From an optimization exercise on the open Yosys and OpenROAD flow, aimed at small area and a short achievable clock period; shortcuts taken in it are not production practice.
Where RTL was checked, it was by simulation tests only, not by an equivalence proof against the original.
For run 2, only the layout was checked, not whether the RTL still works.

==> design/flow/design.v <==
module DSP(
input clk,
input rst,
input [15:0] dout,
output G2,
output [15:0] o
    );
reg [15:0] d0, d1, d2, d3, d4, d5, d6, d7;  
reg [18:0] sb;                              
reg [3:0]  co;                               
reg [3:0]  c;                               
reg [9:0]  q;                               
wire        old_ok = c[3];                  
wire [15:0] nd7    = ~(d7 & {16{old_ok}});    
wire [15:0] y;
wire rc1;
wire rc2;
wire rc3;
wire rc4;
wire [18:0] r;
wire ap_g0;
wire ap_p0;
wire ap_g1;
wire ap_p1;
wire ap_g2;
wire ap_p2;
wire ap_g3;
wire ap_p3;
wire ap_g4;
wire ap_p4;
wire ap_g5;
wire ap_p5;
wire ap_g6;
wire ap_p6;
wire ap_g7;
wire ap_p7;
wire ap_g8;
wire ap_p8;
wire ap_g9;
wire ap_p9;
wire ap_g10;
wire ap_p10;
wire ap_g11;
wire ap_p11;
wire ap_g12;
wire ap_p12;
wire ap_g13;
wire ap_p13;
wire ap_g14;
wire ap_p14;
wire ap_g15;
wire ap_p15;
wire ap_g16;
wire ap_p16;
wire ap_g17;
wire ap_p17;
wire ap_g18;
wire ap_p18;
wire ap_g0c;
wire ap_G1;
wire ap_G2;
wire ap_P2;
wire ap_G3;
wire ap_P3;
wire ap_G4;
wire ap_P4;
wire ap_G5;
wire ap_P5;
wire ap_G6;
wire ap_P6;
wire ap_G7;
wire ap_P7;
wire ap_G8;
wire ap_P8;
wire ap_G9;
wire ap_P9;
wire ap_G10;
wire ap_G11;
wire ap_G12;
wire ap_P12;
wire ap_G13;
wire ap_P13;
wire ap_G14;
wire ap_P14;
wire ap_G15;
wire ap_P15;
wire ap_G16;
wire ap_P16;
wire ap_G17;
wire ap_P17;
wire ap_G18;
wire ap_P18;
wire ap_G19;
wire ap_G20;
wire ap_G21;
wire ap_G22;
wire ap_G23;
wire ap_P23;
wire ap_G24;
wire ap_P24;
wire ap_G25;
wire ap_P25;
wire ap_G26;
wire ap_P26;
wire ap_G27;
wire ap_G28;
wire ap_G29;
wire ap_G30;
wire ap_G31;
wire ap_G32;
wire ap_G33;
wire ap_G34;
wire ap_G35;
wire ap_G36;
wire ap_G37;
wire ap_s0;
wire ap_s1;
wire ap_s2;
wire ap_s3;
wire ap_s4;
wire ap_s5;
wire ap_s6;
wire ap_s7;
wire ap_s8;
wire ap_s9;
wire ap_s10;
wire ap_s11;
wire ap_s12;
wire ap_s13;
wire ap_s14;
wire ap_s15;
wire ap_s16;
wire ap_s17;
wire ap_s18;
wire [18:0] p;
wire ab0__g0;
wire ab0__p0;
wire ab0__g1;
wire ab0__p1;
wire ab0__g2;
wire ab0__p2;
wire ab0__g3;
wire ab0__p3;
wire ab0__G1;
wire ab0__P1;
wire ab0__G2;
wire ab0__P2;
wire ab0__G3;
wire ab0__G4;
wire ab0__G5;
wire ab0__s0;
wire ab0__s1;
wire ab0__s2;
wire ab0__s3;
wire ab1__g0;
wire ab1__p0;
wire ab1__g1;
wire ab1__p1;
wire ab1__g2;
wire ab1__p2;
wire ab1__g3;
wire ab1__p3;
wire ab1__G1;
wire ab1__P1;
wire ab1__G2;
wire ab1__P2;
wire ab1__G3;
wire ab1__G4;
wire ab1__G5;
wire ab1__s0;
wire ab1__s1;
wire ab1__s2;
wire ab1__s3;
wire ab2__g0;
wire ab2__p0;
wire ab2__g1;
wire ab2__p1;
wire ab2__g2;
wire ab2__p2;
wire ab2__g3;
wire ab2__p3;
wire ab2__G1;
wire ab2__P1;
wire ab2__G2;
wire ab2__P2;
wire ab2__G3;
wire ab2__G4;
wire ab2__G5;
wire ab2__s0;
wire ab2__s1;
wire ab2__s2;
wire ab2__s3;
wire ab3__g0;
wire ab3__p0;
wire ab3__g1;
wire ab3__p1;
wire ab3__g2;
wire ab3__p2;
wire ab3__g3;
wire ab3__p3;
wire ab3__G1;
wire ab3__P1;
wire ab3__G2;
wire ab3__P2;
wire ab3__G3;
wire ab3__G4;
wire ab3__G5;
wire ab3__s0;
wire ab3__s1;
wire ab3__s2;
wire ab3__s3;
wire [18:0] sb_next;
wire [3:0] co_next;
wire tx0;
wire tk1;
wire tx1;
wire tk2;
wire tx2;
wire tk3;
wire tx3;
wire tk4;
wire tx4;
wire tk5;
wire tx5;
wire tk6;
wire tx6;
wire tk7;
wire tx7;
wire tk8;
wire tx8;
wire tk9;
wire tx9;
wire tk10;
wire tx10;
wire tk11;
wire tx11;
wire tk12;
wire tx12;
wire tk13;
wire tx13;
wire tk14;
wire tx14;
wire tk15;
wire tx15;
wire tk16;
wire tx16;
wire tk17;
wire tx17;
wire tk18;
wire tx18;
wire tk19;
wire tx19;
wire tk20;
wire tx20;
wire tk21;
wire tx21;
wire tk22;
wire aq_g0;
wire aq_p0;
wire aq_g1;
wire aq_p1;
wire aq_g2;
wire aq_p2;
wire aq_g3;
wire aq_p3;
wire aq_g4;
wire aq_p4;
wire aq_g5;
wire aq_p5;
wire aq_g6;
wire aq_p6;
wire aq_g7;
wire aq_p7;
wire aq_g8;
wire aq_p8;
wire aq_g9;
wire aq_p9;
wire aq_g10;
wire aq_p10;
wire aq_g11;
wire aq_p11;
wire aq_g12;
wire aq_p12;
wire aq_g13;
wire aq_p13;
wire aq_g14;
wire aq_p14;
wire aq_g15;
wire aq_p15;
wire aq_g16;
wire aq_p16;
wire aq_g17;
wire aq_p17;
wire aq_g18;
wire aq_p18;
wire aq_g19;
wire aq_p19;
wire aq_g20;
wire aq_p20;
wire aq_g21;
wire aq_p21;
wire aq_g0c;
wire aq_G1;
wire aq_G2;
wire aq_P2;
wire aq_G3;
wire aq_P3;
wire aq_G4;
wire aq_P4;
wire aq_G5;
wire aq_P5;
wire aq_G6;
wire aq_P6;
wire aq_G7;
wire aq_P7;
wire aq_G8;
wire aq_P8;
wire aq_G9;
wire aq_P9;
wire aq_G10;
wire aq_P10;
wire aq_G11;
wire aq_P11;
wire aq_G12;
wire aq_G13;
wire aq_G14;
wire aq_P14;
wire aq_G15;
wire aq_P15;
wire aq_G16;
wire aq_P16;
wire aq_G17;
wire aq_P17;
wire aq_G18;
wire aq_P18;
wire aq_G19;
wire aq_P19;
wire aq_G20;
wire aq_P20;
wire aq_G21;
wire aq_P21;
wire aq_G22;
wire aq_G23;
wire aq_G24;
wire aq_G25;
wire aq_G26;
wire aq_P26;
wire aq_G27;
wire aq_P27;
wire aq_G28;
wire aq_P28;
wire aq_G29;
wire aq_P29;
wire aq_G30;
wire aq_P30;
wire aq_G31;
wire aq_P31;
wire aq_G32;
wire aq_G33;
wire aq_G34;
wire aq_G35;
wire aq_G36;
wire aq_G37;
wire aq_G38;
wire aq_G39;
wire aq_G40;
wire aq_G41;
wire aq_G42;
wire aq_G43;
wire aq_G44;
wire aq_G45;
wire aq_s0;
wire aq_s1;
wire aq_s2;
wire aq_s3;
wire aq_s4;
wire aq_s5;
wire aq_s6;
wire aq_s7;
wire aq_s8;
wire aq_s9;
wire aq_s10;
wire aq_s11;
wire aq_s12;
wire aq_s13;
wire aq_s14;
wire aq_s15;
wire aq_s16;
wire aq_s17;
wire aq_s18;
wire aq_s19;
wire aq_s20;
wire aq_s21;
wire [9:0] qn;
assign rc1 = co[0];
assign rc2 = co[1] | (sb[4] & sb[5] & sb[6] & sb[7] & rc1);
assign rc3 = co[2] | (sb[8] & sb[9] & sb[10] & sb[11] & rc2);
assign rc4 = co[3] | (sb[12] & sb[13] & sb[14] & sb[15] & rc3);
assign r = {(sb[18] ^ (rc4 & sb[16] & sb[17])), (sb[17] ^ (rc4 & sb[16])), (sb[16] ^ (rc4)), (sb[15] ^ (rc3 & sb[12] & sb[13] & sb[14])), (sb[14] ^ (rc3 & sb[12] & sb[13])), (sb[13] ^ (rc3 & sb[12])), (sb[12] ^ (rc3)), (sb[11] ^ (rc2 & sb[8] & sb[9] & sb[10])), (sb[10] ^ (rc2 & sb[8] & sb[9])), (sb[9] ^ (rc2 & sb[8])), (sb[8] ^ (rc2)), (sb[7] ^ (rc1 & sb[4] & sb[5] & sb[6])), (sb[6] ^ (rc1 & sb[4] & sb[5])), (sb[5] ^ (rc1 & sb[4])), (sb[4] ^ (rc1)), sb[3], sb[2], sb[1], sb[0]};
assign ap_g0 = r[0] & nd7[0];
assign ap_p0 = r[0] ^ nd7[0];
assign ap_g1 = r[1] & nd7[1];
assign ap_p1 = r[1] ^ nd7[1];
assign ap_g2 = r[2] & nd7[2];
assign ap_p2 = r[2] ^ nd7[2];
assign ap_g3 = r[3] & nd7[3];
assign ap_p3 = r[3] ^ nd7[3];
assign ap_g4 = r[4] & nd7[4];
assign ap_p4 = r[4] ^ nd7[4];
assign ap_g5 = r[5] & nd7[5];
assign ap_p5 = r[5] ^ nd7[5];
assign ap_g6 = r[6] & nd7[6];
assign ap_p6 = r[6] ^ nd7[6];
assign ap_g7 = r[7] & nd7[7];
assign ap_p7 = r[7] ^ nd7[7];
assign ap_g8 = r[8] & nd7[8];
assign ap_p8 = r[8] ^ nd7[8];
assign ap_g9 = r[9] & nd7[9];
assign ap_p9 = r[9] ^ nd7[9];
assign ap_g10 = r[10] & nd7[10];
assign ap_p10 = r[10] ^ nd7[10];
assign ap_g11 = r[11] & nd7[11];
assign ap_p11 = r[11] ^ nd7[11];
assign ap_g12 = r[12] & nd7[12];
assign ap_p12 = r[12] ^ nd7[12];
assign ap_g13 = r[13] & nd7[13];
assign ap_p13 = r[13] ^ nd7[13];
assign ap_g14 = r[14] & nd7[14];
assign ap_p14 = r[14] ^ nd7[14];
assign ap_g15 = r[15] & nd7[15];
assign ap_p15 = r[15] ^ nd7[15];
assign ap_g16 = r[16] & 1'b1;
assign ap_p16 = r[16] ^ 1'b1;
assign ap_g17 = r[17] & 1'b1;
assign ap_p17 = r[17] ^ 1'b1;
assign ap_g18 = r[18] & 1'b1;
assign ap_p18 = r[18] ^ 1'b1;
assign ap_g0c = ap_g0 | (ap_p0 & 1'b1);
assign ap_G1 = ap_g1 | (ap_p1 & ap_g0c);
assign ap_G2 = ap_g3 | (ap_p3 & ap_g2);
assign ap_P2 = ap_p3 & ap_p2;
assign ap_G3 = ap_g5 | (ap_p5 & ap_g4);
assign ap_P3 = ap_p5 & ap_p4;
assign ap_G4 = ap_g7 | (ap_p7 & ap_g6);
assign ap_P4 = ap_p7 & ap_p6;
assign ap_G5 = ap_g9 | (ap_p9 & ap_g8);
assign ap_P5 = ap_p9 & ap_p8;
assign ap_G6 = ap_g11 | (ap_p11 & ap_g10);
assign ap_P6 = ap_p11 & ap_p10;
assign ap_G7 = ap_g13 | (ap_p13 & ap_g12);
assign ap_P7 = ap_p13 & ap_p12;
assign ap_G8 = ap_g15 | (ap_p15 & ap_g14);
assign ap_P8 = ap_p15 & ap_p14;
assign ap_G9 = ap_g17 | (ap_p17 & ap_g16);
assign ap_P9 = ap_p17 & ap_p16;
assign ap_G10 = ap_g2 | (ap_p2 & ap_G1);
assign ap_G11 = ap_G2 | (ap_P2 & ap_G1);
assign ap_G12 = ap_g6 | (ap_p6 & ap_G3);
assign ap_P12 = ap_p6 & ap_P3;
assign ap_G13 = ap_G4 | (ap_P4 & ap_G3);
assign ap_P13 = ap_P4 & ap_P3;
assign ap_G14 = ap_g10 | (ap_p10 & ap_G5);
assign ap_P14 = ap_p10 & ap_P5;
assign ap_G15 = ap_G6 | (ap_P6 & ap_G5);
assign ap_P15 = ap_P6 & ap_P5;
assign ap_G16 = ap_g14 | (ap_p14 & ap_G7);
assign ap_P16 = ap_p14 & ap_P7;
assign ap_G17 = ap_G8 | (ap_P8 & ap_G7);
assign ap_P17 = ap_P8 & ap_P7;
assign ap_G18 = ap_g18 | (ap_p18 & ap_G9);
assign ap_P18 = ap_p18 & ap_P9;
assign ap_G19 = ap_g4 | (ap_p4 & ap_G11);
assign ap_G20 = ap_G3 | (ap_P3 & ap_G11);
assign ap_G21 = ap_G12 | (ap_P12 & ap_G11);
assign ap_G22 = ap_G13 | (ap_P13 & ap_G11);
assign ap_G23 = ap_g12 | (ap_p12 & ap_G15);
assign ap_P23 = ap_p12 & ap_P15;
assign ap_G24 = ap_G7 | (ap_P7 & ap_G15);
assign ap_P24 = ap_P7 & ap_P15;
assign ap_G25 = ap_G16 | (ap_P16 & ap_G15);
assign ap_P25 = ap_P16 & ap_P15;
assign ap_G26 = ap_G17 | (ap_P17 & ap_G15);
assign ap_P26 = ap_P17 & ap_P15;
assign ap_G27 = ap_g8 | (ap_p8 & ap_G22);
assign ap_G28 = ap_G5 | (ap_P5 & ap_G22);
assign ap_G29 = ap_G14 | (ap_P14 & ap_G22);
assign ap_G30 = ap_G15 | (ap_P15 & ap_G22);
assign ap_G31 = ap_G23 | (ap_P23 & ap_G22);
assign ap_G32 = ap_G24 | (ap_P24 & ap_G22);
assign ap_G33 = ap_G25 | (ap_P25 & ap_G22);
assign ap_G34 = ap_G26 | (ap_P26 & ap_G22);
assign ap_G35 = ap_g16 | (ap_p16 & ap_G34);
assign ap_G36 = ap_G9 | (ap_P9 & ap_G34);
assign ap_G37 = ap_G18 | (ap_P18 & ap_G34);
assign ap_s0 = ap_p0 ^ 1'b1;
assign ap_s1 = ap_p1 ^ ap_g0c;
assign ap_s2 = ap_p2 ^ ap_G1;
assign ap_s3 = ap_p3 ^ ap_G10;
assign ap_s4 = ap_p4 ^ ap_G11;
assign ap_s5 = ap_p5 ^ ap_G19;
assign ap_s6 = ap_p6 ^ ap_G20;
assign ap_s7 = ap_p7 ^ ap_G21;
assign ap_s8 = ap_p8 ^ ap_G22;
assign ap_s9 = ap_p9 ^ ap_G27;
assign ap_s10 = ap_p10 ^ ap_G28;
assign ap_s11 = ap_p11 ^ ap_G29;
assign ap_s12 = ap_p12 ^ ap_G30;
assign ap_s13 = ap_p13 ^ ap_G31;
assign ap_s14 = ap_p14 ^ ap_G32;
assign ap_s15 = ap_p15 ^ ap_G33;
assign ap_s16 = ap_p16 ^ ap_G34;
assign ap_s17 = ap_p17 ^ ap_G35;
assign ap_s18 = ap_p18 ^ ap_G36;
assign p = {ap_s18, ap_s17, ap_s16, ap_s15, ap_s14, ap_s13, ap_s12, ap_s11, ap_s10, ap_s9, ap_s8, ap_s7, ap_s6, ap_s5, ap_s4, ap_s3, ap_s2, ap_s1, ap_s0};
assign ab0__g0 = p[0] & dout[0];
assign ab0__p0 = p[0] ^ dout[0];
assign ab0__g1 = p[1] & dout[1];
assign ab0__p1 = p[1] ^ dout[1];
assign ab0__g2 = p[2] & dout[2];
assign ab0__p2 = p[2] ^ dout[2];
assign ab0__g3 = p[3] & dout[3];
assign ab0__p3 = p[3] ^ dout[3];
assign ab0__G1 = ab0__g3 | (ab0__p3 & ab0__g2);
assign ab0__P1 = ab0__p3 & ab0__p2;
assign ab0__G2 = ab0__g2 | (ab0__p2 & ab0__g1);
assign ab0__P2 = ab0__p2 & ab0__p1;
assign ab0__G3 = ab0__g1 | (ab0__p1 & ab0__g0);
assign ab0__G4 = ab0__G1 | (ab0__P1 & ab0__G3);
assign ab0__G5 = ab0__G2 | (ab0__P2 & ab0__g0);
assign ab0__s0 = ab0__p0 ^ 1'b0;
assign ab0__s1 = ab0__p1 ^ ab0__g0;
assign ab0__s2 = ab0__p2 ^ ab0__G3;
assign ab0__s3 = ab0__p3 ^ ab0__G5;
assign ab1__g0 = p[4] & dout[4];
assign ab1__p0 = p[4] ^ dout[4];
assign ab1__g1 = p[5] & dout[5];
assign ab1__p1 = p[5] ^ dout[5];
assign ab1__g2 = p[6] & dout[6];
assign ab1__p2 = p[6] ^ dout[6];
assign ab1__g3 = p[7] & dout[7];
assign ab1__p3 = p[7] ^ dout[7];
assign ab1__G1 = ab1__g3 | (ab1__p3 & ab1__g2);
assign ab1__P1 = ab1__p3 & ab1__p2;
assign ab1__G2 = ab1__g2 | (ab1__p2 & ab1__g1);
assign ab1__P2 = ab1__p2 & ab1__p1;
assign ab1__G3 = ab1__g1 | (ab1__p1 & ab1__g0);
assign ab1__G4 = ab1__G1 | (ab1__P1 & ab1__G3);
assign ab1__G5 = ab1__G2 | (ab1__P2 & ab1__g0);
assign ab1__s0 = ab1__p0 ^ 1'b0;
assign ab1__s1 = ab1__p1 ^ ab1__g0;
assign ab1__s2 = ab1__p2 ^ ab1__G3;
assign ab1__s3 = ab1__p3 ^ ab1__G5;
assign ab2__g0 = p[8] & dout[8];
assign ab2__p0 = p[8] ^ dout[8];
assign ab2__g1 = p[9] & dout[9];
assign ab2__p1 = p[9] ^ dout[9];
assign ab2__g2 = p[10] & dout[10];
assign ab2__p2 = p[10] ^ dout[10];
assign ab2__g3 = p[11] & dout[11];
assign ab2__p3 = p[11] ^ dout[11];
assign ab2__G1 = ab2__g3 | (ab2__p3 & ab2__g2);
assign ab2__P1 = ab2__p3 & ab2__p2;
assign ab2__G2 = ab2__g2 | (ab2__p2 & ab2__g1);
assign ab2__P2 = ab2__p2 & ab2__p1;
assign ab2__G3 = ab2__g1 | (ab2__p1 & ab2__g0);
assign ab2__G4 = ab2__G1 | (ab2__P1 & ab2__G3);
assign ab2__G5 = ab2__G2 | (ab2__P2 & ab2__g0);
assign ab2__s0 = ab2__p0 ^ 1'b0;
assign ab2__s1 = ab2__p1 ^ ab2__g0;
assign ab2__s2 = ab2__p2 ^ ab2__G3;
assign ab2__s3 = ab2__p3 ^ ab2__G5;
assign ab3__g0 = p[12] & dout[12];
assign ab3__p0 = p[12] ^ dout[12];
assign ab3__g1 = p[13] & dout[13];
assign ab3__p1 = p[13] ^ dout[13];
assign ab3__g2 = p[14] & dout[14];
assign ab3__p2 = p[14] ^ dout[14];
assign ab3__g3 = p[15] & dout[15];
assign ab3__p3 = p[15] ^ dout[15];
assign ab3__G1 = ab3__g3 | (ab3__p3 & ab3__g2);
assign ab3__P1 = ab3__p3 & ab3__p2;
assign ab3__G2 = ab3__g2 | (ab3__p2 & ab3__g1);
assign ab3__P2 = ab3__p2 & ab3__p1;
assign ab3__G3 = ab3__g1 | (ab3__p1 & ab3__g0);
assign ab3__G4 = ab3__G1 | (ab3__P1 & ab3__G3);
assign ab3__G5 = ab3__G2 | (ab3__P2 & ab3__g0);
assign ab3__s0 = ab3__p0 ^ 1'b0;
assign ab3__s1 = ab3__p1 ^ ab3__g0;
assign ab3__s2 = ab3__p2 ^ ab3__G3;
assign ab3__s3 = ab3__p3 ^ ab3__G5;
assign sb_next = {p[18:16], ab3__s3, ab3__s2, ab3__s1, ab3__s0, ab2__s3, ab2__s2, ab2__s1, ab2__s0, ab1__s3, ab1__s2, ab1__s1, ab1__s0, ab0__s3, ab0__s2, ab0__s1, ab0__s0};
assign co_next = {ab3__G4, ab2__G4, ab1__G4, ab0__G4};
assign tx0 = ~y[0] ^ y[6];
assign tk1 = ~y[0] & y[6];
assign tx1 = ~y[1] ^ y[7];
assign tk2 = ~y[1] & y[7];
assign tx2 = ~y[2] ^ y[8];
assign tk3 = ~y[2] & y[8];
assign tx3 = ~y[3] ^ y[9];
assign tk4 = ~y[3] & y[9];
assign tx4 = ~y[4] ^ y[10];
assign tk5 = ~y[4] & y[10];
assign tx5 = ~y[5] ^ y[11];
assign tk6 = ~y[5] & y[11];
assign tx6 = y[0] ^ ~y[6] ^ y[12];
assign tk7 = (y[0] & ~y[6]) | (y[0] & y[12]) | (~y[6] & y[12]);
assign tx7 = y[1] ^ ~y[7] ^ y[13];
assign tk8 = (y[1] & ~y[7]) | (y[1] & y[13]) | (~y[7] & y[13]);
assign tx8 = y[2] ^ ~y[8] ^ y[14];
assign tk9 = (y[2] & ~y[8]) | (y[2] & y[14]) | (~y[8] & y[14]);
assign tx9 = y[3] ^ ~y[9] ^ y[15];
assign tk10 = (y[3] & ~y[9]) | (y[3] & y[15]) | (~y[9] & y[15]);
assign tx10 = y[4] ^ ~y[10];
assign tk11 = y[4] & ~y[10];
assign tx11 = y[5] ^ ~y[11];
assign tk12 = y[5] & ~y[11];
assign tx12 = y[6] ^ ~y[12];
assign tk13 = y[6] & ~y[12];
assign tx13 = y[7] ^ ~y[13];
assign tk14 = y[7] & ~y[13];
assign tx14 = y[8] ^ ~y[14];
assign tk15 = y[8] & ~y[14];
assign tx15 = y[9] ^ ~y[15];
assign tk16 = y[9] & ~y[15];
assign tx16 = y[10] ^ 1'b1;
assign tk17 = y[10] & 1'b1;
assign tx17 = y[11] ^ 1'b1;
assign tk18 = y[11] & 1'b1;
assign tx18 = y[12] ^ 1'b1;
assign tk19 = y[12] & 1'b1;
assign tx19 = y[13] ^ 1'b1;
assign tk20 = y[13] & 1'b1;
assign tx20 = y[14] ^ 1'b1;
assign tk21 = y[14] & 1'b1;
assign tx21 = y[15] ^ 1'b1;
assign tk22 = y[15] & 1'b1;
assign aq_g0 = tx0 & 1'b0;
assign aq_p0 = tx0 ^ 1'b0;
assign aq_g1 = tx1 & tk1;
assign aq_p1 = tx1 ^ tk1;
assign aq_g2 = tx2 & tk2;
assign aq_p2 = tx2 ^ tk2;
assign aq_g3 = tx3 & tk3;
assign aq_p3 = tx3 ^ tk3;
assign aq_g4 = tx4 & tk4;
assign aq_p4 = tx4 ^ tk4;
assign aq_g5 = tx5 & tk5;
assign aq_p5 = tx5 ^ tk5;
assign aq_g6 = tx6 & tk6;
assign aq_p6 = tx6 ^ tk6;
assign aq_g7 = tx7 & tk7;
assign aq_p7 = tx7 ^ tk7;
assign aq_g8 = tx8 & tk8;
assign aq_p8 = tx8 ^ tk8;
assign aq_g9 = tx9 & tk9;
assign aq_p9 = tx9 ^ tk9;
assign aq_g10 = tx10 & tk10;
assign aq_p10 = tx10 ^ tk10;
assign aq_g11 = tx11 & tk11;
assign aq_p11 = tx11 ^ tk11;
assign aq_g12 = tx12 & tk12;
assign aq_p12 = tx12 ^ tk12;
assign aq_g13 = tx13 & tk13;
assign aq_p13 = tx13 ^ tk13;
assign aq_g14 = tx14 & tk14;
assign aq_p14 = tx14 ^ tk14;
assign aq_g15 = tx15 & tk15;
assign aq_p15 = tx15 ^ tk15;
assign aq_g16 = tx16 & tk16;
assign aq_p16 = tx16 ^ tk16;
assign aq_g17 = tx17 & tk17;
assign aq_p17 = tx17 ^ tk17;
assign aq_g18 = tx18 & tk18;
assign aq_p18 = tx18 ^ tk18;
assign aq_g19 = tx19 & tk19;
assign aq_p19 = tx19 ^ tk19;
assign aq_g20 = tx20 & tk20;
assign aq_p20 = tx20 ^ tk20;
assign aq_g21 = tx21 & tk21;
assign aq_p21 = tx21 ^ tk21;
assign aq_g0c = aq_g0 | (aq_p0 & 1'b1);
assign aq_G1 = aq_g1 | (aq_p1 & aq_g0c);
assign aq_G2 = aq_g3 | (aq_p3 & aq_g2);
assign aq_P2 = aq_p3 & aq_p2;
assign aq_G3 = aq_g5 | (aq_p5 & aq_g4);
assign aq_P3 = aq_p5 & aq_p4;
assign aq_G4 = aq_g7 | (aq_p7 & aq_g6);
assign aq_P4 = aq_p7 & aq_p6;
assign aq_G5 = aq_g9 | (aq_p9 & aq_g8);
assign aq_P5 = aq_p9 & aq_p8;
assign aq_G6 = aq_g11 | (aq_p11 & aq_g10);
assign aq_P6 = aq_p11 & aq_p10;
assign aq_G7 = aq_g13 | (aq_p13 & aq_g12);
assign aq_P7 = aq_p13 & aq_p12;
assign aq_G8 = aq_g15 | (aq_p15 & aq_g14);
assign aq_P8 = aq_p15 & aq_p14;
assign aq_G9 = aq_g17 | (aq_p17 & aq_g16);
assign aq_P9 = aq_p17 & aq_p16;
assign aq_G10 = aq_g19 | (aq_p19 & aq_g18);
assign aq_P10 = aq_p19 & aq_p18;
assign aq_G11 = aq_g21 | (aq_p21 & aq_g20);
assign aq_P11 = aq_p21 & aq_p20;
assign aq_G12 = aq_g2 | (aq_p2 & aq_G1);
assign aq_G13 = aq_G2 | (aq_P2 & aq_G1);
assign aq_G14 = aq_g6 | (aq_p6 & aq_G3);
assign aq_P14 = aq_p6 & aq_P3;
assign aq_G15 = aq_G4 | (aq_P4 & aq_G3);
assign aq_P15 = aq_P4 & aq_P3;
assign aq_G16 = aq_g10 | (aq_p10 & aq_G5);
assign aq_P16 = aq_p10 & aq_P5;
assign aq_G17 = aq_G6 | (aq_P6 & aq_G5);
assign aq_P17 = aq_P6 & aq_P5;
assign aq_G18 = aq_g14 | (aq_p14 & aq_G7);
assign aq_P18 = aq_p14 & aq_P7;
assign aq_G19 = aq_G8 | (aq_P8 & aq_G7);
assign aq_P19 = aq_P8 & aq_P7;
assign aq_G20 = aq_g18 | (aq_p18 & aq_G9);
assign aq_P20 = aq_p18 & aq_P9;
assign aq_G21 = aq_G10 | (aq_P10 & aq_G9);
assign aq_P21 = aq_P10 & aq_P9;
assign aq_G22 = aq_g4 | (aq_p4 & aq_G13);
assign aq_G23 = aq_G3 | (aq_P3 & aq_G13);
assign aq_G24 = aq_G14 | (aq_P14 & aq_G13);
assign aq_G25 = aq_G15 | (aq_P15 & aq_G13);
assign aq_G26 = aq_g12 | (aq_p12 & aq_G17);
assign aq_P26 = aq_p12 & aq_P17;
assign aq_G27 = aq_G7 | (aq_P7 & aq_G17);
assign aq_P27 = aq_P7 & aq_P17;
assign aq_G28 = aq_G18 | (aq_P18 & aq_G17);
assign aq_P28 = aq_P18 & aq_P17;
assign aq_G29 = aq_G19 | (aq_P19 & aq_G17);
assign aq_P29 = aq_P19 & aq_P17;
assign aq_G30 = aq_g20 | (aq_p20 & aq_G21);
assign aq_P30 = aq_p20 & aq_P21;
assign aq_G31 = aq_G11 | (aq_P11 & aq_G21);
assign aq_P31 = aq_P11 & aq_P21;
assign aq_G32 = aq_g8 | (aq_p8 & aq_G25);
assign aq_G33 = aq_G5 | (aq_P5 & aq_G25);
assign aq_G34 = aq_G16 | (aq_P16 & aq_G25);
assign aq_G35 = aq_G17 | (aq_P17 & aq_G25);
assign aq_G36 = aq_G26 | (aq_P26 & aq_G25);
assign aq_G37 = aq_G27 | (aq_P27 & aq_G25);
assign aq_G38 = aq_G28 | (aq_P28 & aq_G25);
assign aq_G39 = aq_G29 | (aq_P29 & aq_G25);
assign aq_G40 = aq_g16 | (aq_p16 & aq_G39);
assign aq_G41 = aq_G9 | (aq_P9 & aq_G39);
assign aq_G42 = aq_G20 | (aq_P20 & aq_G39);
assign aq_G43 = aq_G21 | (aq_P21 & aq_G39);
assign aq_G44 = aq_G30 | (aq_P30 & aq_G39);
assign aq_G45 = aq_G31 | (aq_P31 & aq_G39);
assign aq_s0 = aq_p0 ^ 1'b1;
assign aq_s1 = aq_p1 ^ aq_g0c;
assign aq_s2 = aq_p2 ^ aq_G1;
assign aq_s3 = aq_p3 ^ aq_G12;
assign aq_s4 = aq_p4 ^ aq_G13;
assign aq_s5 = aq_p5 ^ aq_G22;
assign aq_s6 = aq_p6 ^ aq_G23;
assign aq_s7 = aq_p7 ^ aq_G24;
assign aq_s8 = aq_p8 ^ aq_G25;
assign aq_s9 = aq_p9 ^ aq_G32;
assign aq_s10 = aq_p10 ^ aq_G33;
assign aq_s11 = aq_p11 ^ aq_G34;
assign aq_s12 = aq_p12 ^ aq_G35;
assign aq_s13 = aq_p13 ^ aq_G36;
assign aq_s14 = aq_p14 ^ aq_G37;
assign aq_s15 = aq_p15 ^ aq_G38;
assign aq_s16 = aq_p16 ^ aq_G39;
assign aq_s17 = aq_p17 ^ aq_G40;
assign aq_s18 = aq_p18 ^ aq_G41;
assign aq_s19 = aq_p19 ^ aq_G42;
assign aq_s20 = aq_p20 ^ aq_G43;
assign aq_s21 = aq_p21 ^ aq_G44;
assign qn = {aq_s21, aq_s20, aq_s19, aq_s18, aq_s17, aq_s16, aq_s15, aq_s14, aq_s13, aq_s12};
assign y = r[18:3];
always @(posedge clk) begin
  d0 <= dout;
  d1 <= d0;
  d2 <= d1;
  d3 <= d2;
  d4 <= d3;
  d5 <= d4;
  d6 <= d5;
  d7 <= d6;
  if (rst) begin
    sb <= 19'd0;
    co <= 4'd0;
    c  <= 4'd0;
    q  <= 10'd0;
  end else begin
    sb <= sb_next;
    co <= co_next;
    c  <= c + {3'd0, ~old_ok};
    q  <= qn;
  end
end
assign o  = {6'd0, q};
assign G2 = 1'b0;
endmodule
==> design/flow/flow/run.sh <==
#!/bin/bash
# Standard layout (bash standard.sh: the standard flow's own synthesis and ORFS steps), with
# three changes:
# - the port buffers are buf_2 cells instead of the default choice
#   (clkdlybuf4s50_1, a delay cell); every port is still buffered;
# - timing repair aims for 12.0 ns of setup slack at the design's clock period,
#   so the resizer speeds up the critical paths instead of stopping once the
#   16 ns period is met;
# - clock tree synthesis uses a sky130_fd_sc_hd__clkbuf_16 root buffer, sky130_fd_sc_hd__clkbuf_8 buffers below it,
#   and inserts no dummy loads.
# The full output of the layout goes to standard.log.
set -euo pipefail
export BUFFER_PORTS_ARGS="-buffer_cell sky130_fd_sc_hd__buf_2"
export SETUP_SLACK_MARGIN=12.0
export CTS_ARGS="-sink_clustering_enable -repair_clock_nets -root_buf sky130_fd_sc_hd__clkbuf_16 -buf_list {sky130_fd_sc_hd__clkbuf_8} -dont_use_dummy_load"
bash standard.sh > standard.log 2>&1
==> design/flow/standard.sh <==
#!/bin/bash
# synth_recipe.tcl (not shown) runs the flow's synth.tcl, then flattens the netlist and writes it again
# the make line also repeats each setting of config.mk as NAME=value (left out here)
make -C /OpenROAD-flow-scripts/flow DESIGN_CONFIG=/design/flow/config.mk WORK_HOME=/design/flow/orfs CLKGATE_MAP_FILE= SYNTH_SCRIPT=/design/flow/synth_recipe.tcl "${@:-finish}"
==> design/flow/config.mk <==
export PLATFORM = sky130hd
export DESIGN_NAME = DSP
export DESIGN_NICKNAME = DSP
export VERILOG_FILES = /design/flow/design.v
export SDC_FILE = /design/flow/constraint.sdc
export NUM_CORES = 4
export LEC_CHECK = 0
export CAP_MARGIN = 20
export CORE_MARGIN = 2
export CORE_UTILIZATION = 40
export SLEW_MARGIN = 20
==> design/flow/constraint.sdc <==
create_clock -name core_clock -period 16.0 [get_ports {clk}]
set_input_delay 3.2000 -clock core_clock [delete_from_list [all_inputs] [get_ports {clk}]]
set_output_delay 3.2000 -clock core_clock [all_outputs]
set_load 0.01 [all_outputs]
==> results of run 1 <==
[sequential cells by signal, indices dropped and copies added, names as in the netlist]
register and count:
sb 19, d0 16, d1 16, d2 16, d3 16, d4 16, d5 16, d6 16
d7 16, q 10, c 4, co 4
[worst min-delay path by stage]
stage / from / to / slack [ns] / cells past startpoint
floorplan: d0[0] / d1[0] / 0.31 / 0
global placement: d6[7] / d7[7] / 0.31 / 0
detailed placement: d0[12] / d1[12] / 0.31 / 0
CTS: d3[9] / d4[9] / 0.31 / 0
global route: d3[9] / d4[9] / 0.31 / 0
finish: d6[6] / d7[6] / 0.31 / 0
[final cells by class]
cell class,instances,area (um2)
fillers,1326,7690
flip-flops and latches,165,3310
multi-input cells,312,2840
clock buffers,17,245
well taps,184,230
repair buffers,34,214
inverters,30,113
[stage by stage]
| step | hold slack [ns] | utilization | std cells | setup WS (ns) |
|---|---|---|---|---|
| 2_1_floorplan | 0.310 | - | 520 | 11.82 |
| 5_1_grt | 0.313 | 0.475 | 742 | 11.93 |
| 6_report | 0.307 | 0.475 | 742 | 12.01 |
| 3_5_place_dp | 0.312 | 0.440 | 718 | 11.58 |
| 4_1_cts | 0.312 | 0.460 | 736 | 11.98 |
| 3_3_place_gp | 0.310 | 0.440 | 718 | 11.63 |
[cell usage in the layout, fill, tap and decap left out, drive strengths merged, types with 3 or more instances in the layout]
cell    instances
dfxtp         165
ha             82
nor2           39
buf            33
inv            30
a21oi          30
nand2          26
clkbuf         18
xor2           17
xnor2          16
a21o           16
nor2b          14
fa             12
o21ai          12
conb            7
a31oi           7
nand4           4
nor3            3
and2            3
[cell families after synthesis]
logic type | Yosys count | synth area share
mux | 1 | 0.00187
compound gates | 77 | 0.0819
simple gates | 100 | 0.0773
xor+xnor | 33 | 0.0480
buf+inv | 43 | 0.0312
fa+ha+maj | 94 | 0.210
other cells | 1 | 0.000623
flops | 165 | 0.549
[cell usage after synthesis, types with 7 or more instances]
cell     instances
a31oi_1          7
xor2_1          17
a21oi_1         26
o21ai_0         10
fa_1            12
buf_4            7
nor2_1          39
nand2_1         26
xnor2_1         16
a21o_1          15
dfxtp_1        165
nor2b_1         14
inv_1           30
ha_1            82
[routing by layer]
layer  GRT usage  up-vias
li1            -     1778
met3      0.0439       14
met4      0.0562        0
met1       0.165     1608
met2       0.197       69
met5           0        -
[repair_timing]
action | in CTS | in global routing
buffers inserted | 1 | 6
gates cloned | 0 | 0
hold buffers | 0 | 0
hold endpoints to repair | 0 | 0
pin swaps | 5 | 17
endpoints found under the setup margin | 17 | 28
resized for setup | 8 | 34
==> impl_metrics.tcl, run 1 <==
set metrics [dict create \
    dp_hpwl_mm 7.01 \
    gp_congestion 0.853 \
    crit_arrival_ns 0.79 \
    drt_iter0_drc 118 \
    die-area_um2 16000 \
    hp-class "flip-flop to flip-flop" \
    r2r-end "q[5]" \
    clock_latency_ns 0.37 \
    crit_chain "buf_2" \
    fin_area_um2 6950 \
    yosys.area.top_type_share 0.549 \
    route.met3.wl_um 368 \
    die_w_um 127 \
    seq_area_frac_synth 0.549 \
    start_kind "flip-flop" \
    timing.final.crit_share 0.249 \
    wl_mm 9.47 \
    slowest_stage "dfxtp_1" \
    wl_met1_mm 4.66 \
    cts.sinks 165 \
    fin_crit_ns 3.99 \
    grt-ovfl-total 0 \
    status "no timing/DRC/antenna violations" \
    grt_usage 0.128 \
    vias 3469 \
    critPathTopFamily "flip-flops" \
    yosysWarningCount 1 \
    cp_max_fo 1 \
    ys_types 42 \
    initial_core_util 0.411 \
    grt_start_max_net_pins 41 \
    max_stage_delay_ns 0.30 \
    numPortBuffers 27 \
    ys_ff_latch 165 \
    worstRegToRegCells 19 \
    avgViaCountPerCell 4.68 \
    io_pins 35 \
    synth-main-ff-cell "dfxtp_1" \
    syn_inst 514 \
    end_kind "primary output" \
    area_delta_synth_final_pct 15.5 \
    ys_async_sr_fraction 0 \
    grt_pass1_vias 3423 \
    postRouteAntennaNets 0 \
    highest_layer "met4" \
    worstSetupStartpoint "q[5]" \
    yosys-top-cells-area "dfxtp_1, ha_1, fa_1" \
    cts_made_buffers 17 \
    fin_nets 672 \
    fmax_mhz 251 \
    endpoint "o[5]" \
    maxSlewViolCount 0 \
    cts.root.buffer_cell "clkbuf_16" \
    cts_buffer_depth 2 \
    num_antenna_cells 0 \
    crit_type "flip-flop to primary output" \
    dpl_cell_area_um2 6440 \
    hold_viol_final 0 \
    reg2reg_setup_slack_ns 12.15 \
    drv.max_cap_violation_count 0 \
    fp-row-count 44 \
    cts_tree "built" \
    drc 0 \
    cp.depth 1 \
    r2r-start "sb[5]" \
    rsz0062_at_grt "true" \
    synth_area_um2 6020 \
    critPathBufInv 1 \
    drive_above_1_share 0.183 \
    setup_violations 0 \
    skew_ns 0.0254 \
    avgSynthCellArea_um2 11.7 \
    yosys.area.top_type "dfxtp_1" \
    setup_tns_ns 0 \
    synth_edf_count 0 \
    clkSlewWorstSetupHoldPaths_ns 0.07 \
    h-tree-depth 4 \
    coreArea_um2 14600 \
    drt_first_pass_iters 4 \
    wl_met2_mm 4.25 \
    required_ns 12.80 \
    grt_pass1_wl_mm 16.0 \
    antenna_found_initial 0 \
    die_y_um 127 \
    wire_per_inst_um 12.8 \
]
==> inputs of run 2 (changes only) <==
--- a/design/flow/design.v
+++ b/design/flow/design.v
@@ -10,13 +10,18 @@
 reg [3:0]  co;                               
 reg [3:0]  c;                               
 reg [9:0]  q;                               
+reg        z;                               
 wire        old_ok = c[3];                  
 wire [15:0] nd7    = ~(d7 & {16{old_ok}});    
 wire [15:0] y;
 wire rc1;
+wire [3:0] ri1;
 wire rc2;
+wire [3:0] ri2;
 wire rc3;
+wire [3:0] ri3;
 wire rc4;
+wire [2:0] rit;
 wire [18:0] r;
 wire ap_g0;
 wire ap_p0;
@@ -76,43 +81,29 @@
 wire ap_P9;
 wire ap_G10;
 wire ap_G11;
+wire ap_P11;
 wire ap_G12;
 wire ap_P12;
 wire ap_G13;
 wire ap_P13;
 wire ap_G14;
-wire ap_P14;
 wire ap_G15;
 wire ap_P15;
 wire ap_G16;
-wire ap_P16;
 wire ap_G17;
-wire ap_P17;
 wire ap_G18;
-wire ap_P18;
 wire ap_G19;
 wire ap_G20;
 wire ap_G21;
 wire ap_G22;
 wire ap_G23;
-wire ap_P23;
 wire ap_G24;
-wire ap_P24;
 wire ap_G25;
-wire ap_P25;
 wire ap_G26;
-wire ap_P26;
 wire ap_G27;
 wire ap_G28;
 wire ap_G29;
 wire ap_G30;
-wire ap_G31;
-wire ap_G32;
-wire ap_G33;
-wire ap_G34;
-wire ap_G35;
-wire ap_G36;
-wire ap_G37;
 wire ap_s0;
 wire ap_s1;
 wire ap_s2;
@@ -393,10 +384,14 @@
 wire aq_s21;
 wire [9:0] qn;
 assign rc1 = co[0];
+assign ri1 = sb[7:4] + 4'd1;
 assign rc2 = co[1] | (sb[4] & sb[5] & sb[6] & sb[7] & rc1);
+assign ri2 = sb[11:8] + 4'd1;
 assign rc3 = co[2] | (sb[8] & sb[9] & sb[10] & sb[11] & rc2);
+assign ri3 = sb[15:12] + 4'd1;
 assign rc4 = co[3] | (sb[12] & sb[13] & sb[14] & sb[15] & rc3);
-assign r = {(sb[18] ^ (rc4 & sb[16] & sb[17])), (sb[17] ^ (rc4 & sb[16])), (sb[16] ^ (rc4)), (sb[15] ^ (rc3 & sb[12] & sb[13] & sb[14])), (sb[14] ^ (rc3 & sb[12] & sb[13])), (sb[13] ^ (rc3 & sb[12])), (sb[12] ^ (rc3)), (sb[11] ^ (rc2 & sb[8] & sb[9] & sb[10])), (sb[10] ^ (rc2 & sb[8] & sb[9])), (sb[9] ^ (rc2 & sb[8])), (sb[8] ^ (rc2)), (sb[7] ^ (rc1 & sb[4] & sb[5] & sb[6])), (sb[6] ^ (rc1 & sb[4] & sb[5])), (sb[5] ^ (rc1 & sb[4])), (sb[4] ^ (rc1)), sb[3], sb[2], sb[1], sb[0]};
+assign rit = sb[18:16] + 3'd1;
+assign r = {(rc4 ? rit[2] : sb[18]), (rc4 ? rit[1] : sb[17]), (rc4 ? rit[0] : sb[16]), (rc3 ? ri3[3] : sb[15]), (rc3 ? ri3[2] : sb[14]), (rc3 ? ri3[1] : sb[13]), (rc3 ? ri3[0] : sb[12]), (rc2 ? ri2[3] : sb[11]), (rc2 ? ri2[2] : sb[10]), (rc2 ? ri2[1] : sb[9]), (rc2 ? ri2[0] : sb[8]), (rc1 ? ri1[3] : sb[7]), (rc1 ? ri1[2] : sb[6]), (rc1 ? ri1[1] : sb[5]), (rc1 ? ri1[0] : sb[4]), sb[3], sb[2], sb[1], sb[0]};
 assign ap_g0 = r[0] & nd7[0];
 assign ap_p0 = r[0] ^ nd7[0];
 assign ap_g1 = r[1] & nd7[1];
@@ -453,65 +448,51 @@
 assign ap_P8 = ap_p15 & ap_p14;
 assign ap_G9 = ap_g17 | (ap_p17 & ap_g16);
 assign ap_P9 = ap_p17 & ap_p16;
-assign ap_G10 = ap_g2 | (ap_p2 & ap_G1);
-assign ap_G11 = ap_G2 | (ap_P2 & ap_G1);
-assign ap_G12 = ap_g6 | (ap_p6 & ap_G3);
-assign ap_P12 = ap_p6 & ap_P3;
-assign ap_G13 = ap_G4 | (ap_P4 & ap_G3);
-assign ap_P13 = ap_P4 & ap_P3;
-assign ap_G14 = ap_g10 | (ap_p10 & ap_G5);
-assign ap_P14 = ap_p10 & ap_P5;
-assign ap_G15 = ap_G6 | (ap_P6 & ap_G5);
-assign ap_P15 = ap_P6 & ap_P5;
-assign ap_G16 = ap_g14 | (ap_p14 & ap_G7);
-assign ap_P16 = ap_p14 & ap_P7;
-assign ap_G17 = ap_G8 | (ap_P8 & ap_G7);
-assign ap_P17 = ap_P8 & ap_P7;
-assign ap_G18 = ap_g18 | (ap_p18 & ap_G9);
-assign ap_P18 = ap_p18 & ap_P9;
-assign ap_G19 = ap_g4 | (ap_p4 & ap_G11);
-assign ap_G20 = ap_G3 | (ap_P3 & ap_G11);
-assign ap_G21 = ap_G12 | (ap_P12 & ap_G11);
-assign ap_G22 = ap_G13 | (ap_P13 & ap_G11);
-assign ap_G23 = ap_g12 | (ap_p12 & ap_G15);
-assign ap_P23 = ap_p12 & ap_P15;
-assign ap_G24 = ap_G7 | (ap_P7 & ap_G15);
-assign ap_P24 = ap_P7 & ap_P15;
-assign ap_G25 = ap_G16 | (ap_P16 & ap_G15);
-assign ap_P25 = ap_P16 & ap_P15;
-assign ap_G26 = ap_G17 | (ap_P17 & ap_G15);
-assign ap_P26 = ap_P17 & ap_P15;
-assign ap_G27 = ap_g8 | (ap_p8 & ap_G22);
-assign ap_G28 = ap_G5 | (ap_P5 & ap_G22);
-assign ap_G29 = ap_G14 | (ap_P14 & ap_G22);
-assign ap_G30 = ap_G15 | (ap_P15 & ap_G22);
-assign ap_G31 = ap_G23 | (ap_P23 & ap_G22);
-assign ap_G32 = ap_G24 | (ap_P24 & ap_G22);
-assign ap_G33 = ap_G25 | (ap_P25 & ap_G22);
-assign ap_G34 = ap_G26 | (ap_P26 & ap_G22);
-assign ap_G35 = ap_g16 | (ap_p16 & ap_G34);
-assign ap_G36 = ap_G9 | (ap_P9 & ap_G34);
-assign ap_G37 = ap_G18 | (ap_P18 & ap_G34);
+assign ap_G10 = ap_G2 | (ap_P2 & ap_G1);
+assign ap_G11 = ap_G4 | (ap_P4 & ap_G3);
+assign ap_P11 = ap_P4 & ap_P3;
+assign ap_G12 = ap_G6 | (ap_P6 & ap_G5);
+assign ap_P12 = ap_P6 & ap_P5;
+assign ap_G13 = ap_G8 | (ap_P8 & ap_G7);
+assign ap_P13 = ap_P8 & ap_P7;
+assign ap_G14 = ap_G11 | (ap_P11 & ap_G10);
+assign ap_G15 = ap_G13 | (ap_P13 & ap_G12);
+assign ap_P15 = ap_P13 & ap_P12;
+assign ap_G16 = ap_G15 | (ap_P15 & ap_G14);
+assign ap_G17 = ap_G12 | (ap_P12 & ap_G14);
+assign ap_G18 = ap_G3 | (ap_P3 & ap_G10);
+assign ap_G19 = ap_G5 | (ap_P5 & ap_G14);
+assign ap_G20 = ap_G7 | (ap_P7 & ap_G17);
+assign ap_G21 = ap_G9 | (ap_P9 & ap_G16);
+assign ap_G22 = ap_g2 | (ap_p2 & ap_G1);
+assign ap_G23 = ap_g4 | (ap_p4 & ap_G10);
+assign ap_G24 = ap_g6 | (ap_p6 & ap_G18);
+assign ap_G25 = ap_g8 | (ap_p8 & ap_G14);
+assign ap_G26 = ap_g10 | (ap_p10 & ap_G19);
+assign ap_G27 = ap_g12 | (ap_p12 & ap_G17);
+assign ap_G28 = ap_g14 | (ap_p14 & ap_G20);
+assign ap_G29 = ap_g16 | (ap_p16 & ap_G16);
+assign ap_G30 = ap_g18 | (ap_p18 & ap_G21);
 assign ap_s0 = ap_p0 ^ 1'b1;
 assign ap_s1 = ap_p1 ^ ap_g0c;
 assign ap_s2 = ap_p2 ^ ap_G1;
-assign ap_s3 = ap_p3 ^ ap_G10;
-assign ap_s4 = ap_p4 ^ ap_G11;
-assign ap_s5 = ap_p5 ^ ap_G19;
-assign ap_s6 = ap_p6 ^ ap_G20;
-assign ap_s7 = ap_p7 ^ ap_G21;
-assign ap_s8 = ap_p8 ^ ap_G22;
-assign ap_s9 = ap_p9 ^ ap_G27;
-assign ap_s10 = ap_p10 ^ ap_G28;
-assign ap_s11 = ap_p11 ^ ap_G29;
-assign ap_s12 = ap_p12 ^ ap_G30;
-assign ap_s13 = ap_p13 ^ ap_G31;
-assign ap_s14 = ap_p14 ^ ap_G32;
-assign ap_s15 = ap_p15 ^ ap_G33;
-assign ap_s16 = ap_p16 ^ ap_G34;
-assign ap_s17 = ap_p17 ^ ap_G35;
-assign ap_s18 = ap_p18 ^ ap_G36;
-assign p = {ap_s18, ap_s17, ap_s16, ap_s15, ap_s14, ap_s13, ap_s12, ap_s11, ap_s10, ap_s9, ap_s8, ap_s7, ap_s6, ap_s5, ap_s4, ap_s3, ap_s2, ap_s1, ap_s0};
+assign ap_s3 = ap_p3 ^ ap_G22;
+assign ap_s4 = ap_p4 ^ ap_G10;
+assign ap_s5 = ap_p5 ^ ap_G23;
+assign ap_s6 = ap_p6 ^ ap_G18;
+assign ap_s7 = ap_p7 ^ ap_G24;
+assign ap_s8 = ap_p8 ^ ap_G14;
+assign ap_s9 = ap_p9 ^ ap_G25;
+assign ap_s10 = ap_p10 ^ ap_G19;
+assign ap_s11 = ap_p11 ^ ap_G26;
+assign ap_s12 = ap_p12 ^ ap_G17;
+assign ap_s13 = ap_p13 ^ ap_G27;
+assign ap_s14 = ap_p14 ^ ap_G20;
+assign ap_s15 = ap_p15 ^ ap_G28;
+assign ap_s16 = ap_p16 ^ ap_G16;
+assign ap_s17 = ap_p17 ^ ap_G29;
+assign ap_s18 = ap_p18 ^ ap_G21;
+assign p = {ap_s18, ap_s17, ap_s16, ap_s15, ap_s14, ap_s13, ap_s12, ap_s11, ap_s10, ap_s9, ap_s8, ap_s7, ap_s6, ap_s5, ap_s4, ap_s3, ap_s2, ap_s1, ap_s0} & {19{~z}};
 assign ab0__g0 = p[0] & dout[0];
 assign ab0__p0 = p[0] ^ dout[0];
 assign ab0__g1 = p[1] & dout[1];
@@ -781,16 +762,15 @@
   d5 <= d4;
   d6 <= d5;
   d7 <= d6;
+  sb <= sb_next;
+  co <= co_next;
+  z  <= rst;
   if (rst) begin
-    sb <= 19'd0;
-    co <= 4'd0;
     c  <= 4'd0;
     q  <= 10'd0;
   end else begin
-    sb <= sb_next;
-    co <= co_next;
     c  <= c + {3'd0, ~old_ok};
-    q  <= qn;
+    q  <= z ? 10'd0 : qn;
   end
 end
 assign o  = {6'd0, q};
==> design/flow/flow/run.sh (replaced) <==
#!/bin/bash
# Standard layout (bash standard.sh: the standard flow's own synthesis and ORFS steps), with
# three changes:
# - the port buffers are buf_2 cells instead of the default choice
#   (clkdlybuf4s50_1, a delay cell); every port is still buffered;
# - timing repair aims for 11.8 ns of setup slack at the design's clock period,
#   so the resizer speeds up the critical paths instead of stopping once the
#   16 ns period is met;
# - clock tree synthesis uses a sky130_fd_sc_hd__clkbuf_16 root buffer, sky130_fd_sc_hd__clkbuf_8 buffers below it,
#   and inserts no dummy loads.
# The full output of the layout goes to standard.log.
set -euo pipefail
export BUFFER_PORTS_ARGS="-buffer_cell sky130_fd_sc_hd__buf_2"
export SETUP_SLACK_MARGIN=11.8
export CTS_ARGS="-sink_clustering_enable -repair_clock_nets -root_buf sky130_fd_sc_hd__clkbuf_16 -buf_list {sky130_fd_sc_hd__clkbuf_8} -dont_use_dummy_load"
bash standard.sh > standard.log 2>&1
==> run 2 against run 1 <==
  * Core utilization is 1.2 points lower
  * First-iteration DRC count is 31% higher
  * Worst hold slack got worse by 0.0060 ns
  * Clock-buffer cell count did not move
  * Sequential cell count grew 1
  * Global-route usage up 0.92 points
  * Routed wire length increased by 8.3%
  * Cell count rose by 7.7%
==> impl_metrics.tcl, run 2 <==
set metrics [dict create \
    status "no timing/DRC/antenna violations" \
    grt_pass1_vias 3822 \
    worstSetupStartpoint "sb[8]" \
    worstMarginPinSlew_ns 0.799 \
    cts_made_buffers 17 \
    drc 0 \
    grt_usage 0.137 \
    final_common_cell "dfxtp_1" \
    layout_common_cells "dfxtp_1, ha_1, inv_1" \
    wl_mm 10.3 \
    yosys.area.top_type "dfxtp_1" \
    cts.root.buffer_cell "clkbuf_16" \
    initial_core_util 0.410 \
    seq_area_um2 3320 \
    setup_violations 0 \
    yosys.area.top_type_share 0.531 \
    yosys-top-cells-area "dfxtp_1, ha_1, fa_1" \
    drt_iter0_drc 154 \
    timing.final.crit_share 0.251 \
    r2r-start "sb[8]" \
    clock_latency_ns 0.37 \
    cts.sinks 166 \
    die_y_um 129 \
    cts_tree "built" \
    gp_congestion 0.864 \
    dp_hpwl_mm 7.91 \
    rsz0062_at_grt "true" \
    vias 3664 \
    largest_reg_flops 19 \
    yosysWarningCount 1 \
    drt_first_pass_iters 4 \
    multiInputGateArea_um2 2820 \
    hp-class "flip-flop to flip-flop" \
    seq_area_frac_synth 0.531 \
    setup_tns_ns 0 \
    coreArea_um2 15300 \
    wire_per_inst_um 12.8 \
    synth-main-ff-cell "dfxtp_1" \
    numPortBuffers 27 \
    drv.max_cap_violation_count 0 \
    final_util 0.463 \
    nFillCells 1403 \
    area_delta_synth_final_pct 12.7 \
    ys_types 47 \
    cts_buffer_depth 2 \
    fp-row-count 45 \
    end_kind "flip-flop" \
    fmax_mhz 249 \
    hold_start "d6[12]" \
    synth_commonest_cells "dfxtp_1, ha_1, inv_1" \
    crit_arrival_ns 4.28 \
    synthMostInstantiatedCell "dfxtp_1" \
    io_pins 35 \
    antenna_found_initial 0 \
    avgViaCountPerCell 4.59 \
    required_ns 16.27 \
    hold_viol_final 0 \
    syn_inst 541 \
    start_kind "flip-flop" \
    final_cells 799 \
    postRouteAntennaNets 0 \
    synth_edf_count 0 \
    ys_ff_latch 166 \
    ys_async_sr_fraction 0 \
    dpl.cell_count 773 \
    cp_max_fo 7 \
    max_slew_margin 0.466 \
    fin_crit_ns 4.01 \
    drive_above_1_share 0.139 \
    die-area_um2 16700 \
    avgSynthCellArea_um2 11.6 \
    fin_nets 701 \
    synth_area_um2 6260 \
    largest_register "sb" \
    h-tree-depth 4 \
    die_w_um 129 \
    maxSlewViolCount 0 \
    crit_type "flip-flop to flip-flop" \
    grt_start_max_net_pins 23 \
    grt_pass1_wl_mm 17.4 \
    grt-ovfl-total 0 \
    skew_ns 0.0334 \
    num_antenna_cells 0 \
    clkSlewWorstSetupHoldPaths_ns 0.08 \
]
run 2: worst max-delay path, stage by stage (launching register included):
cell and delay [ns]:
dfxtp_1 0.34, ha_1 0.21, ha_1 0.22, a211oi_1 0.39, a211oi_4 0.07, buf_12 0.15
xnor2_2 0.41, fa_1 0.48, inv_1 0.07, ha_1 0.26, a21oi_1 0.16, o21ai_1 0.13
a32oi_2 0.28, nand2_1 0.11, fa_1 0.38, xnor2_1 0.21, nor2_1 0.06
run 2: timing repair:
item / CTS / global route
endpoints found under the setup margin: 10 / 9
resized for setup: 10 / 12
pin swaps: 0 / 10
hold buffers: 0 / 0
setup buffers: 0 / 9
run 2: kinds of logic after synthesis:
group	Yosys count	share of synthesized area
buffers and inverters	62	0.0416
AND/OR/NAND/NOR	109	0.0861
AO/OA/AOI/OAI	68	0.0693
other	1	0.000599
adder cells (fa/ha/maj)	93	0.206
flip-flops	166	0.531
XOR/XNOR	33	0.0492
multiplexers	9	0.0162
run 2: per-layer routing:
metal  vias up  track usage  part of all wire
met4         0       0.0607             0.025
li1       1863            -                 -
met3        20       0.0400             0.035
met5         -            0                 0
met1      1720        0.160              0.46
met2        61        0.235              0.48
run 2: path summary, 6_finish.rpt:
| check | cells after the start | endpoint | slack [ns] |
|---|---|---|---|
| min reg2reg | 0 | d7[12] | 0.30 |
| max reg2reg | 16 | q[5] | 11.99 |
| min | 0 | d7[12] | 0.30 |
| max | 16 | q[5] | 11.99 |
run 2: per-stage QoR:
stage	hold WS [ns]	instance area, um2	setup WS (ns)
final	0.301	7060	11.99
after global routing	0.308	7060	11.76
after CTS	0.301	6920	11.81
after detailed placement	0.312	6610	11.38
after global placement	0.310	6610	11.49
after floorplan	0.310	6280	11.88
run 2: area by class of cell:
| cell class | count | area share |
|---|---|---|
| sequential | 166 | 0.471 |
| tap | 211 | 0.0374 |
| inverter | 50 | 0.0266 |
| multi-input combinational | 319 | 0.400 |
| clock buffer | 17 | 0.0347 |
| timing repair buffer | 36 | 0.0305 |

## re-timing with driven ports
In the flow no input, the clock included, has a driving cell. The finished layouts below were timed again as built, in two steps.
Step 1, drivers: a clkbuf_16 drives clk and a buf_2 each remaining input, both assumed.
Step 2 adds t to the input delays and takes it off the output delays; t is the mean of the earliest and latest rising clock arrival at the registers after step 1. Input paths then give back, and output paths get back, about the clock's delay inside the block.
Slacks: no drivers / after step 1 / after step 2; pairs: no drivers / after step 1.
run | t, ns | setup WS [ns] | slew at the worst register clock pin (ns) | worst data-port slew with drivers (ns) | pins driven straight from the clock port
run 1 | 0.396 | 12.014 / 11.974 / 11.632 | 0.08 / 0.08 | 0.05 | 1
run 2 | 0.401 | 11.990 / 11.950 / 11.742 | 0.09 / 0.09 | 0.03 | 1
After both steps setup and hold are still met in every run listed. The setup slack of run 1, which loses most, moves by -0.040 ns with the drivers and by -0.382 ns with both steps.
